Source: an optimization exercise on an open RTL-to-GDS flow (aim: small area). Production flows keep margins and buffers that such runs may drop.
Function was not checked in any run shown here: the RTL went through the layout flow alone.

$ cat flow/design.v
module fsm_engine (
    input  wire        clk,
    input  wire        rst,
    input  wire [3:0]  sensor_in,
    output reg  [2:0]  action_out
);
    typedef enum logic [1:0] {
        IDLE  = 2'b00,
        WALK  = 2'b01,
        TURN  = 2'b10,
        STOP  = 2'b11
    } state_t;
    state_t state, next_state;
    always_ff @(posedge clk or posedge rst) begin
        if (rst)
            state <= IDLE;
        else
            state <= next_state;
    end
    always_comb begin
        case (state)
            IDLE:  next_state = sensor_in[0] ? WALK : IDLE;
            WALK:  next_state = sensor_in[1] ? TURN : WALK;
            TURN:  next_state = sensor_in[2] ? STOP : TURN;
            STOP:  next_state = IDLE;
            default: next_state = IDLE;
        endcase
    end
    always_comb begin
        case (state)
            IDLE:  action_out = 3'b000;
            WALK:  action_out = 3'b001;
            TURN:  action_out = 3'b010;
            STOP:  action_out = 3'b100;
            default: action_out = 3'b000;
        endcase
    end
endmodule
module pid_controller (
    input  wire             clk,
    input  wire             rst,
    input  wire signed [15:0] ref_in,
    input  wire signed [15:0] y,
    output reg  signed [15:0] u_out
);
    parameter signed [15:0] Kp = 16'sd2;
    parameter signed [15:0] Ki = 16'sd1;
    parameter signed [15:0] Kd = 16'sd1;
    reg signed [15:0] e, e_prev, integ, deriv;
    always @(posedge clk or posedge rst) begin
        if (rst) begin
            e      <= 0;
            e_prev <= 0;
            integ  <= 0;
            deriv  <= 0;
            u_out  <= 0;
        end else begin
            e      <= ref_in - y;
            integ  <= integ + e;
            deriv  <= e - e_prev;
            u_out  <= Kp*e + Ki*integ + Kd*deriv;
            e_prev <= e;
        end
    end
endmodule
module soc_top (
    input  wire        clk,
    input  wire        rst,
    input  wire [3:0]  sensor_in,
    input  wire [15:0] y_feedback,
    output wire [15:0] actuator_out
);
    wire [2:0] action_out;
    wire [15:0] ref_val;
    fsm_engine fsm_inst (
        .clk(clk),
        .rst(rst),
        .sensor_in(sensor_in),
        .action_out(action_out)
    );
    assign ref_val = (action_out == 3'b001) ? 16'd1000 :    
                 (action_out == 3'b010) ? -16'd500 :    
                 16'd0;                                 
    pid_controller pid_inst (
        .clk(clk),
        .rst(rst),
        .ref_in(ref_val),
        .y(y_feedback),
        .u_out(actuator_out)
    );
endmodule
$ cat flow/run.sh
#!/bin/bash
# synth_recipe.tcl (not shown) runs the flow's synth.tcl, then flattens the netlist and writes it again
# the make line also repeats each setting of config.mk as NAME=value (left out here)
make -C /OpenROAD-flow-scripts/flow DESIGN_CONFIG=/design/flow/config.mk WORK_HOME=/design/flow/orfs CLKGATE_MAP_FILE= SYNTH_SCRIPT=/design/flow/synth_recipe.tcl finish
$ cat flow/config.mk
export PLATFORM = sky130hd
export DESIGN_NAME = soc_top
export DESIGN_NICKNAME = soc_top
export VERILOG_FILES = /design/flow/design.v
export SDC_FILE = /design/flow/constraint.sdc
export NUM_CORES = 4
export LEC_CHECK = 0
export CAP_MARGIN = 20
export CORE_MARGIN = 2
export CORE_UTILIZATION = 40
export SLEW_MARGIN = 20
$ cat flow/constraint.sdc
create_clock -name core_clock -period 3.0 [get_ports {clk}]
set_input_delay 0.6000 -clock core_clock [delete_from_list [all_inputs] [get_ports {clk}]]
set_output_delay 0.6000 -clock core_clock [all_outputs]
set_load 0.01 [all_outputs]
==> run summary, run 1 <==
outcome timing/DRC/antenna clean; crit start category flip-flop; largest net degree at the start of global routing 83; global-route wire length before repair 16500 um; postcts setup bufs 0; Critical Path Max Stage Delay 490 ps; Final Hold Viols 0; critical path buffer and inverter count 2; Final ANT Viol Nets 0; max cap viols 0; Worst-Margin Slew 521.0 ps; total track usage 0.1471; setup TNS 0 ps; initial antenna violation count 0; Storage cell area 2052 sq um; Yosys reg bits 82; share of cells above drive strength 1 0.05644; # rows 42; Hold Path Class flip-flop to flip-flop; Data required, critical path 3220 ps; post-synthesis mux area share 0.001885; top cell type's share of synthesized area 0.3863; most common cell in the netlist dfrtp_1; Cell Chain, Critical Path inv_1 -> fa_1 -> inv_1 -> ha_1 -> fa_1 -> a21oi_2 -> o21ai_1 -> a211oi_1 -> o21a_1 -> o21ai_1 -> xor2_1; RD Place Congestion 0.8667; RSZ-0062 raised after global routing false; Sink Count 82; final setup violation count 0; GR Overflow Total 0; fmax 355.1 MHz; filler cell count 1220; Critical-path top delay cell fa_1; syn_area_per_cell 10.31 sq um; IO Port Bufs 36; largest area contributor in the netlist dfrtp_1; Post-Syn Instances 515; synth cell count leaders dfrtp_1 (82), ha_1 (63), inv_1 (50); synthesized area 5311 sq um; Worst EP arrival 3040 ps; Layout Nets 664; Post-route DRC 0; Post-synth EDFFs 0; Routed wire per std cell 12.97 um; aggregate routed wire length 9637 um; Unique masters post-synth 54; drt first pass iters 5; CP Capture Type flip-flop; combinational family with the most area after synthesis adder cells; ANT cells 0; Worst Path Class, Setup flip-flop to flip-flop; total CTS buffers 9; initial core utilization 0.4059; Area contributors post-synth dfrtp_1 (39%), ha_1 (15%), fa_1 (6.4%); via count 3729; Max clock buf depth 2; vias in the first global route 3732; adder-cell area share of the yosys netlist 0.2125; worst rel slew slack 0.6489; clock latency on the worst-skew pair 340 ps; Mapped Nets 617; fin crit period 2816 ps; xor and xnor area share after synthesis 0.08080; Synth Area in Compound Gates 0.1628; initial drt markers 188; Simple-Gate Fraction of Synth Area 0.1183; period utilisation layout 0.9386; CP Max Fanout 3; ys flop type dfrtp_1; Die Height 119.2 um; die extent in x 119.2 um; Vias/cell 5.019; CP top delay family adder cells; I/O pin total 38; Hold WS 416.5 ps; core area 13090 sq um; sequential-to-total area share from yosys stat 0.3863; CTS H-tree lvls 3; Clk pin slew, worst setup/hold paths 60 ps; HPWL after detailed placement 7450 um; Max Slew Vio Count 0; Syn-to-layout area delta 16.58%; CTS tree yes; Async SR Flop Fraction 1.000; Setup Skew 6.683 ps; Synth warnings 2; clock root cell clkbuf_16; DIE AREA 14220 sq um; area occupied by multi-input gates 3064 sq um
[cell type report]
type	instances	share of cell area
Clock inverter	6	0.005254
Multi-Input combinational cell	380	0.4948
Sequential cell	82	0.3314
Inverter	50	0.03051
Tap cell	176	0.03556
Clock buffer	10	0.03859
Timing Repair Buffer	39	0.06385
[cells in the final DEF, fill, tap and decap left out, types with 16 or more instances in the layout]
master | netlist | final
xor2_1 | 24 | 24
a21o_1 | 16 | 16
dfrtp_1 | 82 | 82
ha_1 | 63 | 63
a21oi_1 | 36 | 35
clkdlybuf4s50_1 | 0 | 36
o21ai_0 | 16 | 16
nor2_1 | 32 | 32
fa_1 | 17 | 17
nand2_1 | 29 | 29
inv_1 | 50 | 49
xnor2_1 | 25 | 25
[sequential cells by signal, indices dropped and copies added (netlist names), named ones only]
name,count
pid_inst.u_out,16
pid_inst.deriv,16
pid_inst.e_prev,16
pid_inst.e,16
fsm_inst.state,1
pid_inst.integ,16
[cell families (layout without fill, tap and decap cells)]
logic type,Yosys count,count (layout)
AO/OA/AOI/OAI,128,128
AND/OR/NAND/NOR,122,122
flip-flops,82,82
adder cells (fa/ha/maj),80,80
buffers and inverters,53,105
XOR/XNOR,49,49
multiplexers,1,1
[path summary, 6_finish.rpt]
check                             startpoint             endpoint  slack (ps)  cells after the start
min                            pid_inst.e[0]   pid_inst.e_prev[0]         420                      0
max in group asynchronous                rst  pid_inst.e_prev[11]        1990                      3
min in group asynchronous                rst    pid_inst.integ[2]         670                      3
min reg2reg                    pid_inst.e[0]   pid_inst.e_prev[0]         420                      0
max                        pid_inst.integ[1]   pid_inst.u_out[13]         180                     11
max reg2reg                pid_inst.integ[1]   pid_inst.u_out[13]         180                     11
[layer usage]
| metal | wire length [um] | vias to the layer above | track usage |
|---|---|---|---|
| met1 | 4455 | 1739 | 0.1829 |
| li1 | - | 1896 | - |
| met3 | 369 | 21 | 0.02395 |
| met2 | 4549 | 73 | 0.2439 |
| met5 | 0 | - | 0 |
| met4 | 263 | 0 | 0.08110 |
[through the flow]
| step | util | setup slack, ps | cell area [sq um] | cells |
|---|---|---|---|---|
| CTS | 0.4729 | 86.04 | 6188 | 743 |
| detailed placement | 0.4522 | 92.74 | 5917 | 727 |
| finish | 0.4732 | 184.2 | 6192 | 743 |
| global placement | 0.4522 | 129.4 | 5917 | 727 |
| global route | 0.4732 | 83.09 | 6192 | 743 |
| floorplan | - | 291.6 | 5311 | 515 |
[timing repair]
item,in CTS,in global routing
hold buffers,0,0
resized for setup,0,1
setup endpoints to repair,0,1
[worst register-to-register path: cells and delay by family (launching register included)]
family,cells,cell delay (ps)
xor gates and xnor gates,1,160
DFF,1,400
adders and majority gates,3,1120
AOI/OAI and AO/OA,5,900
buffers and inverters,2,110
==> run 2: changes to the inputs <==
--- a/flow/design.v
+++ b/flow/design.v
@@ -43,23 +43,20 @@
     input  wire signed [15:0] y,
     output reg  signed [15:0] u_out
 );
-    parameter signed [15:0] Kp = 16'sd2;
-    parameter signed [15:0] Ki = 16'sd1;
-    parameter signed [15:0] Kd = 16'sd1;
-    reg signed [15:0] e, e_prev, integ, deriv;
+    reg [15:0] e, t3, t2, t1;
     always @(posedge clk or posedge rst) begin
         if (rst) begin
-            e      <= 0;
-            e_prev <= 0;
-            integ  <= 0;
-            deriv  <= 0;
-            u_out  <= 0;
+            e     <= 16'd0;
+            t3    <= 16'd0;
+            t2    <= 16'd0;
+            t1    <= 16'd0;
+            u_out <= 16'sd0;
         end else begin
-            e      <= ref_in - y;
-            integ  <= integ + e;
-            deriv  <= e - e_prev;
-            u_out  <= Kp*e + Ki*integ + Kd*deriv;
-            e_prev <= e;
+            e     <= ref_in - y;
+            t3    <= e;
+            t2    <= t3 - {e[14:0], 1'b0};
+            t1    <= t2;
+            u_out <= u_out + t1 + {e[14:0], 1'b0};
         end
     end
 endmodule
==> run 2 against run 1 <==
Compared with the run above: still clean on timing, DRC and antenna; clock skew shrank 2.2 ps; worst setup slack lost 40 ps; hold slack lost 73 ps; synthesized cell count shrank 16%; clock-buffer cell count is the same; critical endpoint unchanged.
==> run summary, run 2 <==
largest area contributor in the netlist dfrtp_1; ys flop type dfrtp_1; CTS H-tree lvls 3 (unchanged); Layout Nets 562 (-15%); Worst EP arrival 3100 ps (+60 ps); total CTS buffers 9 (unchanged); die extent in x 112.6 um (-5.6%); clock root cell clkbuf_16; fin area 5545 sq um (-10%); Worst R2R Setup Slack 140 ps (-40 ps); Worst Path Class, Setup flip-flop to flip-flop; Hold Path Class flip-flop to flip-flop; Max Slew Vio Count 0 (unchanged); synth cell count leaders dfrtp_1 (82), inv_1 (48), ha_1 (47); most common cell in the netlist dfrtp_1; filler cell count 1023 (-16%); Hold Buf Count CTS 0 (unchanged); RSZ-0062 raised after global routing false; fmax 350.2 MHz (-1.4%); Post-synth EDFFs 0 (unchanged); I/O pin total 38 (unchanged); worst r2r src pid_inst.e[0]; Data required, critical path 3250 ps (+30 ps); ANT cells 0 (unchanged); outcome timing/DRC/antenna clean; Vias/cell 5.080 (+1.2%); DIE AREA 12680 sq um (-11%); initial antenna violation count 0 (unchanged); GR Overflow Total 0 (unchanged); Max clock buf depth 2 (unchanged); Global Route met2 Usage 0.2411 (-0.002776); crit start category flip-flop; Clk pin slew, worst setup/hold paths 60 ps (about the same); Post-route DRC 0 (unchanged); CP Max Fanout 3 (unchanged); Async SR Flop Fraction 1.000 (unchanged); setup TNS 0 ps (unchanged); Area contributors post-synth dfrtp_1 (44%), ha_1 (12%), fa_1 (6.8%); Place WS 181.0 ps (+88.27 ps); Syn-to-layout area delta 17.56%; placed cells 609 (-16%); top cell type's share of synthesized area 0.4350 (+0.04868); initial core utilization 0.4113 (+0.005438); Worst R2R End pid_inst.u_out[13]; IO Port Bufs 36 (unchanged); drt first pass iters 4 (-1); Routed wire per std cell 13.37 um (+3.1%); Worst Setup EP pid_inst.u_out[13]; Final ANT Viol Nets 0 (unchanged); area occupied by multi-input gates 2465 sq um (-20%); synthesized area 4717 sq um (-11%); Post-Syn Instances 432 (-16%); largest net degree at the start of global routing 37 (-55%); Hold WS 343.5 ps (-72.99 ps); Post-DP Area 5260 sq um (-11%); leading cell type in the layout, fill and taps excluded dfrtp_1; Unique masters post-synth 53 (-1.9%); Setup Skew 4.506 ps (-2.177 ps); core area 11470 sq um (-12%); Worst-Margin Slew 670.4 ps (+149.5 ps); GRT met3 Usage 0.03240 (+0.008451); commonest cells after routing, fill and taps aside dfrtp_1 (82), inv_1 (47), ha_1 (47); total track usage 0.1465 (-0.0005360); syn_area_per_cell 10.92 sq um (+5.9%); Synth warnings 2 (unchanged); gr busiest metal met2; CP Capture Type flip-flop; HPWL after detailed placement 6570 um (-12%); sequential-to-total area share from yosys stat 0.4350 (+0.04868); CP Launch Point pid_inst.e[0]; grt met1 use 0.1843 (+0.001418); via count 3170 (-15%); postcts setup bufs 0 (unchanged); Sink Count 82 (unchanged); max cap viols 0 (unchanged); fin crit period 2856 ps (+39.85 ps); Post-Layout Cell Count 624 (-16%); CTS tree yes; Post-Route Utilization 0.4836 (+0.01035); vias in the first global route 3183 (-15%); Storage cell area 2052 sq um (unchanged); period utilisation layout 0.9519 (+0.01328); worst rel slew slack 0.5503 (-0.09854); share of cells above drive strength 1 0.06237 (+0.005933); global-route wire length before repair 14730 um (-11%); Reg2Reg Depth 10 (-1); aggregate routed wire length 8345 um (-13%); clock latency on the worst-skew pair 330 ps (about the same); hold path startpoint pid_inst.t2[0]; Die Height 112.6 um (-5.6%); final setup violation count 0 (unchanged); RD Place Congestion 0.8432 (-2.7%); crit path setup slack, layout 144.3 ps (-39.85 ps); Mapped Nets 517 (-16%); Final Hold Viols 0 (unchanged); Yosys reg bits 82 (unchanged); # resized after CTS 0 (unchanged); initial drt markers 178 (-5.3%); # rows 39 (-7.1%)
==> run 2: worst min path at each step <==
stage               slack [ps]  depth (start not counted)              to
floorplan                  330                          0  pid_inst.t1[0]
global placement           330                          0  pid_inst.t1[8]
detailed placement         330                          0  pid_inst.t1[0]
CTS                        350                          0  pid_inst.t1[0]
global route               350                          0  pid_inst.t1[2]
finish                     340                          0  pid_inst.t1[0]
==> run 2: routing by layer <==
| metal | wire, um | vias up |
|---|---|---|
| met5 | 0 | - |
| met4 | 218 | 0 |
| met3 | 337 | 16 |
| met2 | 3998 | 57 |
| met1 | 3791 | 1489 |
| li1 | - | 1608 |
==> run 2: area by class of cell <==
| class | count | share of cell area |
|---|---|---|
| timing repair buffer | 39 | 0.06904 |
| clock inverter | 5 | 0.01015 |
| clock buffer | 10 | 0.04129 |
| multi-input combinational | 297 | 0.4445 |
| inverter | 48 | 0.03272 |
| tap | 143 | 0.03227 |
| sequential | 82 | 0.3700 |
==> run 2: cell families (layout without fill, tap and decap cells) <==
group / after synthesis / after routing / share of synthesized area
AOI/OAI and AO/OA: 115 / 115 / 0.1743
and+or+nand+nor: 85 / 85 / 0.09205
DFF: 82 / 82 / 0.4350
adders and majority gates: 63 / 63 / 0.1926
buffers and inverters: 53 / 102 / 0.04244
xor gates and xnor gates: 32 / 32 / 0.05942
muxes: 2 / 2 / 0.004244
==> run 2: critical path, cell delays in order (launching register included) <==
cell,delay (ps)
dfrtp_1,380
inv_1,70
fa_1,470
inv_1,40
ha_1,230
fa_1,420
a21o_2,230
a221oi_2,310
o21bai_2,140
a311oi_2,310
xnor2_1,160
==> run 3: changes to the inputs <==
--- a/flow/config.mk
+++ b/flow/config.mk
@@ -8,4 +8,5 @@
 export CAP_MARGIN = 20
 export CORE_MARGIN = 2
 export CORE_UTILIZATION = 40
+export CTS_BUF_LIST = sky130_fd_sc_hd__clkbuf_4
 export SLEW_MARGIN = 20
==> run 3 against run 2 <==
Compared with the run above: register-to-register slack improved by 30 ps; clock skew increased by 8.7 ps; critical path type unchanged; critical endpoint unchanged.
==> run summary, run 3 <==
clock root cell clkbuf_4; aggregate routed wire length 8293 um (-0.62%); DIE AREA 12680 sq um (unchanged); xor and xnor area share after synthesis 0.05942 (unchanged); final setup violation count 0 (unchanged); synthesized area 4717 sq um (unchanged); crit start category flip-flop; Data required, critical path 3360 ps (+110 ps); global-route wire length before repair 14510 um (-1.5%); worst rel slew slack 0.5560 (+0.005623); Setup Skew 13.23 ps (+8.720 ps); CP Max Fanout 3 (unchanged); Worst-Margin Slew 662.1 ps (-8.384 ps); RSZ-0062 raised after global routing false; sequential-to-total area share from yosys stat 0.4350 (unchanged); I/O pin total 38 (unchanged); Die Height 112.6 um (unchanged); Post-route DRC 0 (unchanged); CTS H-tree lvls 3 (unchanged); top cell type's share of synthesized area 0.4350 (unchanged); core area 11470 sq um (unchanged); Clk pin slew, worst setup/hold paths 130 ps (+70 ps); Layout Nets 562 (unchanged); clock latency on the worst-skew pair 430 ps (+100 ps); RD Place Congestion 0.8432 (unchanged); fmax 354.2 MHz (+1.2%); share of cells above drive strength 1 0.06445 (+0.002079); ys flop type dfrtp_1; synth cell count leaders dfrtp_1 (82), inv_1 (48), ha_1 (47); leading cell type in the layout, fill and taps excluded dfrtp_1; via count 3167 (-0.095%); # rows 39 (unchanged); Synth Area in Compound Gates 0.1743 (unchanged); Hold Path Class flip-flop to flip-flop; Yosys reg bits 82 (unchanged); commonest cells after routing, fill and taps aside dfrtp_1 (82), inv_1 (47), ha_1 (47); Max Slew Vio Count 0 (unchanged); Post-Route Utilization 0.4714 (-0.01222); initial drt markers 136 (-24%); CTS tree yes; CP Capture Type flip-flop; total CTS buffers 9 (unchanged); combinational family with the most area after synthesis adder cells; Synth warnings 2 (unchanged); Routed wire per std cell 13.27 um (-0.78%); Area contributors post-synth dfrtp_1 (44%), ha_1 (12%), fa_1 (6.8%); syn_area_per_cell 10.92 sq um (unchanged); initial antenna violation count 1 (+1); Syn-to-layout area delta 14.59%; Vias/cell 5.067 (-0.25%); Mapped Nets 517 (unchanged); HPWL after detailed placement 6570 um (unchanged); initial core utilization 0.4113 (unchanged); largest area contributor in the netlist dfrtp_1; total track usage 0.1448 (-0.001707); adder-cell area share of the yosys netlist 0.1926 (unchanged); most common cell in the netlist dfrtp_1; Async SR Flop Fraction 1.000 (unchanged); Worst Path Class, Setup flip-flop to flip-flop; period utilisation layout 0.9411 (-0.01083); Worst R2R Setup Slack 180 ps (+30 ps); fin crit period 2823 ps (-32.48 ps); Final ANT Viol Nets 0 (unchanged); setup TNS 0 ps (unchanged); IO Port Bufs 36 (unchanged); outcome timing/DRC/antenna clean; Final Hold Viols 0 (unchanged); largest net degree at the start of global routing 37 (unchanged); vias in the first global route 3165 (-0.57%); Post-synth EDFFs 0 (unchanged); Sink Count 82 (unchanged); max cap viols 0 (unchanged); Unique masters post-synth 53 (unchanged); drt first pass iters 4 (unchanged); Worst EP arrival 3180 ps (+80 ps); Simple-Gate Fraction of Synth Area 0.09204 (unchanged); post-synthesis mux area share 0.004244 (unchanged); Max clock buf depth 2 (unchanged); die extent in x 112.6 um (unchanged); Post-Syn Instances 432 (unchanged); GR Overflow Total 0 (unchanged)
## run 3: cell types whose count changed in the layout (fill, tap and decap cells not counted), sizes merged
cell and change:
diode +1
## run 3: logic make-up (layout without fill, tap and decap cells)
kind of cell / after synthesis / in the layout
xor gates and xnor gates: 32 / 32
adders and majority gates: 63 / 63
buffers and inverters: 53 / 102
and+or+nand+nor: 85 / 85
AOI/OAI and AO/OA: 115 / 115
DFF: 82 / 82
muxes: 2 / 2
other: 0 / 1
## run 3: what timing repair did
item,4_1_cts,5_1_grt
hold buffers,0,0
resized for setup,0,1
endpoints found under the setup margin,0,1
buffers inserted,0,0
## run 3: path summary, 6_finish.rpt
| check | start | end | depth (start not counted) |
|---|---|---|---|
| max in group asynchronous | rst | pid_inst.t3[15] | 3 |
| worst min register to register | pid_inst.t2[0] | pid_inst.t1[0] | 0 |
| min in group asynchronous | rst | pid_inst.t1[1] | 2 |
| worst max register to register | pid_inst.u_out[1] | pid_inst.u_out[13] | 10 |
| worst min-delay path | pid_inst.t2[0] | pid_inst.t1[0] | 0 |
| worst max-delay path | pid_inst.u_out[1] | pid_inst.u_out[13] | 10 |
## run 3: final cells by class
cell class              count  area [sq um]
diodes                      1         2.502
clock buffers              10         75.07
clock inverters             5         56.30
fillers                  1039          6062
inverters                  48         181.4
multi-input cells         297          2476
flip-flops and latches     82          2052
well taps                 143         178.9
repair buffers             39         382.9
## run 3: through the flow
step / std cells / hold slack, ps / instance area [sq um] / setup WS (ps)
after floorplan: 432 / 331.2 / 4717 / 285.7
after global placement: 609 / 331.5 / 5260 / 183.5
after detailed placement: 609 / 334.7 / 5260 / 181.0
after CTS: 624 / 354.6 / 5391 / 129.6
after global routing: 625 / 368.1 / 5405 / 30.39
final: 625 / 352.8 / 5405 / 176.8
## run 3: critical path, stage by stage (launching register included)
cell and delay, ps:
dfrtp_1 360, inv_1 60, fa_1 520, inv_1 40, ha_1 230, fa_1 420
a21o_2 240, a221oi_4 270, o21bai_2 130, a311oi_2 310, xnor2_1 160
## run 3: per-layer routing
| metal | global-route usage | share of wire |
|---|---|---|
| met1 | 0.1875 | 0.46 |
| met4 | 0.07886 | 0.031 |
| met5 | 0 | 0 |
| met3 | 0.02160 | 0.034 |
| met2 | 0.2343 | 0.47 |
==> run 4: changes to the inputs <==
--- a/flow/design.v
+++ b/flow/design.v
@@ -44,6 +44,52 @@
     output reg  signed [15:0] u_out
 );
     reg [15:0] e, t3, t2, t1;
+    wire [15:0] e_d, t2_d, u_d;
+    wire [16:0] ce;
+    assign ce[0] = 1'b1;
+    genvar i;
+    generate
+        for (i = 0; i < 16; i = i + 1) begin : g_e
+            wire a = ref_in[i];
+            wire b = ~y[i];
+            assign e_d[i]  = a ^ b ^ ce[i];
+            assign ce[i+1] = (a & b) | (ce[i] & (a ^ b));
+        end
+    endgenerate
+    wire [16:0] ct;
+    assign t2_d[0] = t3[0];
+    assign ct[1] = 1'b1;
+    generate
+        for (i = 1; i < 16; i = i + 1) begin : g_t
+            wire a = t3[i];
+            wire b = ~e[i-1];
+            assign t2_d[i] = a ^ b ^ ct[i];
+            assign ct[i+1] = (a & b) | (ct[i] & (a ^ b));
+        end
+    endgenerate
+    wire [15:0] s, c;
+    assign s[0] = u_out[0] ^ t1[0];
+    assign c[0] = 1'b0;
+    generate
+        for (i = 1; i < 16; i = i + 1) begin : g_csa
+            wire a = u_out[i];
+            wire b = t1[i];
+            wire d = e[i-1];
+            assign s[i] = a ^ b ^ d;
+            assign c[i] = (a & b) | (d & (a ^ b));
+        end
+    endgenerate
+    wire [16:0] cu;
+    assign u_d[0] = s[0];
+    assign cu[1] = u_out[0] & t1[0];
+    generate
+        for (i = 1; i < 16; i = i + 1) begin : g_u
+            wire a = s[i];
+            wire b = c[i-1];
+            assign u_d[i] = a ^ b ^ cu[i];
+            assign cu[i+1] = (a & b) | (cu[i] & (a ^ b));
+        end
+    endgenerate
     always @(posedge clk or posedge rst) begin
         if (rst) begin
             e     <= 16'd0;
@@ -52,11 +98,11 @@
             t1    <= 16'd0;
             u_out <= 16'sd0;
         end else begin
-            e     <= ref_in - y;
+            e     <= e_d;
             t3    <= e;
-            t2    <= t3 - {e[14:0], 1'b0};
+            t2    <= t2_d;
             t1    <= t2;
-            u_out <= u_out + t1 + {e[14:0], 1'b0};
+            u_out <= u_d;
         end
     end
 endmodule
--- a/flow/config.mk
+++ b/flow/config.mk
@@ -8,5 +8,4 @@
 export CAP_MARGIN = 20
 export CORE_MARGIN = 2
 export CORE_UTILIZATION = 40
-export CTS_BUF_LIST = sky130_fd_sc_hd__clkbuf_4
 export SLEW_MARGIN = 20
==> run 4 against run 3 <==
Compared with the run above: now fails the layout checks on negative setup slack; core utilization rose by 4.7 points; register-to-register slack got worse by 3200 ps; fmax fell by 53%; clock skew fell by 0.99 ps; critical path depth rose by 7; via count fell by 50%; worst setup slack got worse by 3200 ps; critical endpoint is now pid_inst.u_out[15].
==> run summary, run 4 <==
DIE AREA 9881 sq um (-22%); Final ANT Viol Nets 0 (unchanged); top cell type's share of synthesized area 0.5636 (+0.1286); Max Slew Vio Count 0 (unchanged); crit start category flip-flop; placed cells 372 (-39%); leading cell type in the layout, fill and taps excluded dfrtp_1; Post-route DRC 0 (unchanged); Setup Skew 12.23 ps (-0.9931 ps); Routed wire per std cell 11.80 um (-11%); Hold Buf Count CTS 0 (unchanged); Critical-path top delay cell fa_1; fin crit period 6025 ps (+3202 ps); IO Port Bufs 36 (unchanged); period utilisation layout 2.008 (+1.067); Synth warnings 2 (unchanged); most common cell in the netlist dfrtp_1; worst r2r src pid_inst.e[0]; CP Max Fanout 2 (-1); Worst Path Class, Setup flip-flop to flip-flop; Post-synth EDFFs 0 (unchanged); CTS H-tree lvls 3 (unchanged); Worst-Margin Slew 417.5 ps (-244.5 ps); Yosys reg bits 82 (unchanged); worst rel slew slack 0.7213 (+0.1654); Worst EP arrival 6260 ps (+3080 ps); setup TNS -38730 ps (-38730 ps); # rows 34 (-13%); drt first pass iters 3 (-1); Async SR Flop Fraction 1.000 (unchanged); total CTS buffers 9 (unchanged); Worst path most repeated cell fa_2; Mapped Nets 310 (-40%); share of cells above drive strength 1 0.3546 (+0.2902); Post-Layout Cell Count 390 (-38%); die extent in x 99.41 um (-12%); largest net degree at the start of global routing 43 (+16%); final setup violation count 27 (+27); initial antenna violation count 0 (-1); Die Height 99.41 um (-12%); Area contributors post-synth dfrtp_1 (56%), fa_1 (29%), inv_1 (5.6%); outcome complete, but fails checks; Post-Syn Instances 226 (-48%); sequential-to-total area share from yosys stat 0.5636 (+0.1286); largest area contributor in the netlist dfrtp_1; ys flop type dfrtp_1; global-route wire length before repair 8528 um (-41%); Sink Count 82 (unchanged); clock root cell clkbuf_8; synth cell count leaders dfrtp_1 (82), inv_1 (54), fa_1 (52); CTS tree yes; ANT cells 0 (-1); CP Capture Type flip-flop; fmax 166.0 MHz (-53%); CP Launch Point pid_inst.e[0]; Clk pin slew, worst setup/hold paths 90 ps (-40 ps); fin area 4543 sq um (-16%); max cap viols 0 (unchanged); Hold Crit Depth 0 (unchanged); Final Hold Viols 0 (unchanged); clock latency on the worst-skew pair 340 ps (-90 ps); layout check faults negative setup slack; commonest cells after routing, fill and taps aside dfrtp_1 (82), fa_2 (38), inv_1 (35); RD Place Congestion 0.7742 (-8.2%); Unique masters post-synth 14 (-74%); vias in the first global route 1897 (-40%); initial drt markers 26 (-81%); Layout Nets 361 (-36%); Reg2Reg Depth 17 (+7); Vias/cell 4.082 (-19%); Worst R2R End pid_inst.u_out[15]; Data required, critical path 3230 ps (-130 ps); I/O pin total 38 (unchanged); Max clock buf depth 2 (unchanged); HPWL after detailed placement 3730 um (-43%); GR Overflow Total 0 (unchanged); hold path startpoint pid_inst.t2[5]; Post-DP Area 4323 sq um (-18%); syn_area_per_cell 16.11 sq um (+48%); Critical Path Max Stage Delay 470 ps (-50 ps); RSZ-0062 raised after global routing true; core area 8763 sq um (-24%); Worst Setup EP pid_inst.u_out[15]; via count 1592 (-50%); total track usage 0.1150 (-0.02978); synthesized area 3641 sq um (-23%); initial core utilization 0.4155 (+0.004129); Syn-to-layout area delta 24.78%; aggregate routed wire length 4602 um (-45%); Worst R2R Setup Slack -3020 ps (-3200 ps); Hold Path Class flip-flop to flip-flop; Cell Chain, Critical Path fa_1 -> ha_2 -> fa_2 -> fa_2 -> fa_2 -> fa_2 -> fa_2 -> fa_2 -> fa_2 -> fa_2 -> fa_2 -> fa_2 -> fa_2 -> fa_2 -> fa_2 -> xnor3_1 -> xnor2_1; crit path setup slack, layout -3025 ps (-3202 ps)
[run 4: cell types whose count changed after synthesis, sizes merged, moves of 14 or more]
cell   previous run  this run
fa               16        52
nor2             28         0
a21oi            34         0
ha               47        10
a21o             15         0
buf               1        15
xor2             15         1
nand2            17         1
[run 4: worst min-delay path by stage]
stage,to,slack [ps]
6_report,pid_inst.t1[5],350
5_1_grt,pid_inst.t1[6],360
4_1_cts,pid_inst.t1[5],350
3_5_place_dp,pid_inst.t1[14],330
3_3_place_gp,pid_inst.t1[13],330
2_1_floorplan,pid_inst.t1[0],330
[run 4: worst max-delay path: cells and delay by family, from the launching register on]
family | cells | cell delay (ps)
XOR/XNOR | 2 | 330
adder cells (fa/ha/maj) | 15 | 5140
flip-flops | 1 | 420
[run 4: logic make-up after synthesis]
family	Yosys count	synth area share
adder cells (fa/ha/maj)	62	0.3203
AO/OA/AOI/OAI	2	0.003093
AND/OR/NAND/NOR	4	0.005842
flip-flops	82	0.5636
buffers and inverters	69	0.08660
XOR/XNOR	7	0.02062
[run 4: what timing repair did]
action,in CTS,in global routing
setup buffers,1,1
endpoints found under the setup margin,28,27
gates resized for setup,9,12
[run 4: final cells by class]
class,instances,area [sq um]
fill,742,4220
clock buffer,9,123.9
sequential,82,2052
clock inverter,7,58.81
tap,108,135.1
timing repair buffer,55,513.0
inverter,54,224.0
multi-input combinational,75,1436
[run 4: through the flow]
| stage | utilization | setup WS, ps | hold slack, ps |
|---|---|---|---|
| after detailed placement | 0.4933 | -3020 | 334.7 |
| final | 0.5184 | -3025 | 346.4 |
| after floorplan | - | -2855 | 331.2 |
| after global routing | 0.5184 | -3199 | 358.8 |
| after global placement | 0.4933 | -2944 | 331.1 |
| after CTS | 0.5151 | -3049 | 346.3 |
[run 4: routing by layer]
layer  vias up  global-route usage  share of wire
met1       819              0.1604           0.48
met5         -                   0              0
met4         0             0.06322          0.013
met2        33              0.1674           0.47
li1        736                   -              -
met3         4             0.02881          0.042

-- static timing again, ports no longer ideal --
How much do the figures lean on ideal ports? The routed layouts below were timed once more, with nothing changed but the port constraints.
Step 1: set_driving_cell puts a clkbuf_16 on clk and a buf_2 on each other input, an assumption about the parent block.
Step 2 times the ports against the registers' clock, not the clock port: input delays grow and output delays shrink by t, the midpoint of the rising clock arrivals with the driver on.
Three values: ideal ports, drivers, drivers and shift; two values: the first two.
run | t (ns) | setup slack, ns | worst setup path after step 2 | worst register clock-pin slew, ns | worst slew at a driven data input, ns
run 1 | 0.372 | 0.184 / 0.184 / 0.105 | input to register | 0.06 / 0.06 | 0.03
run 2 | 0.365 | 0.144 / 0.144 / 0.144 | register to register | 0.06 / 0.06 | 0.03
run 3 | 0.457 | 0.177 / 0.177 / 0.177 | register to register | 0.13 / 0.13 | 0.03
run 4 | 0.368 | -3.025 / -3.025 / -3.025 | register to register | 0.09 / 0.09 | 0.04
For run 1, which loses most, drivers alone change the setup slack by 0.000 ns; drivers and shift together by -0.079 ns.
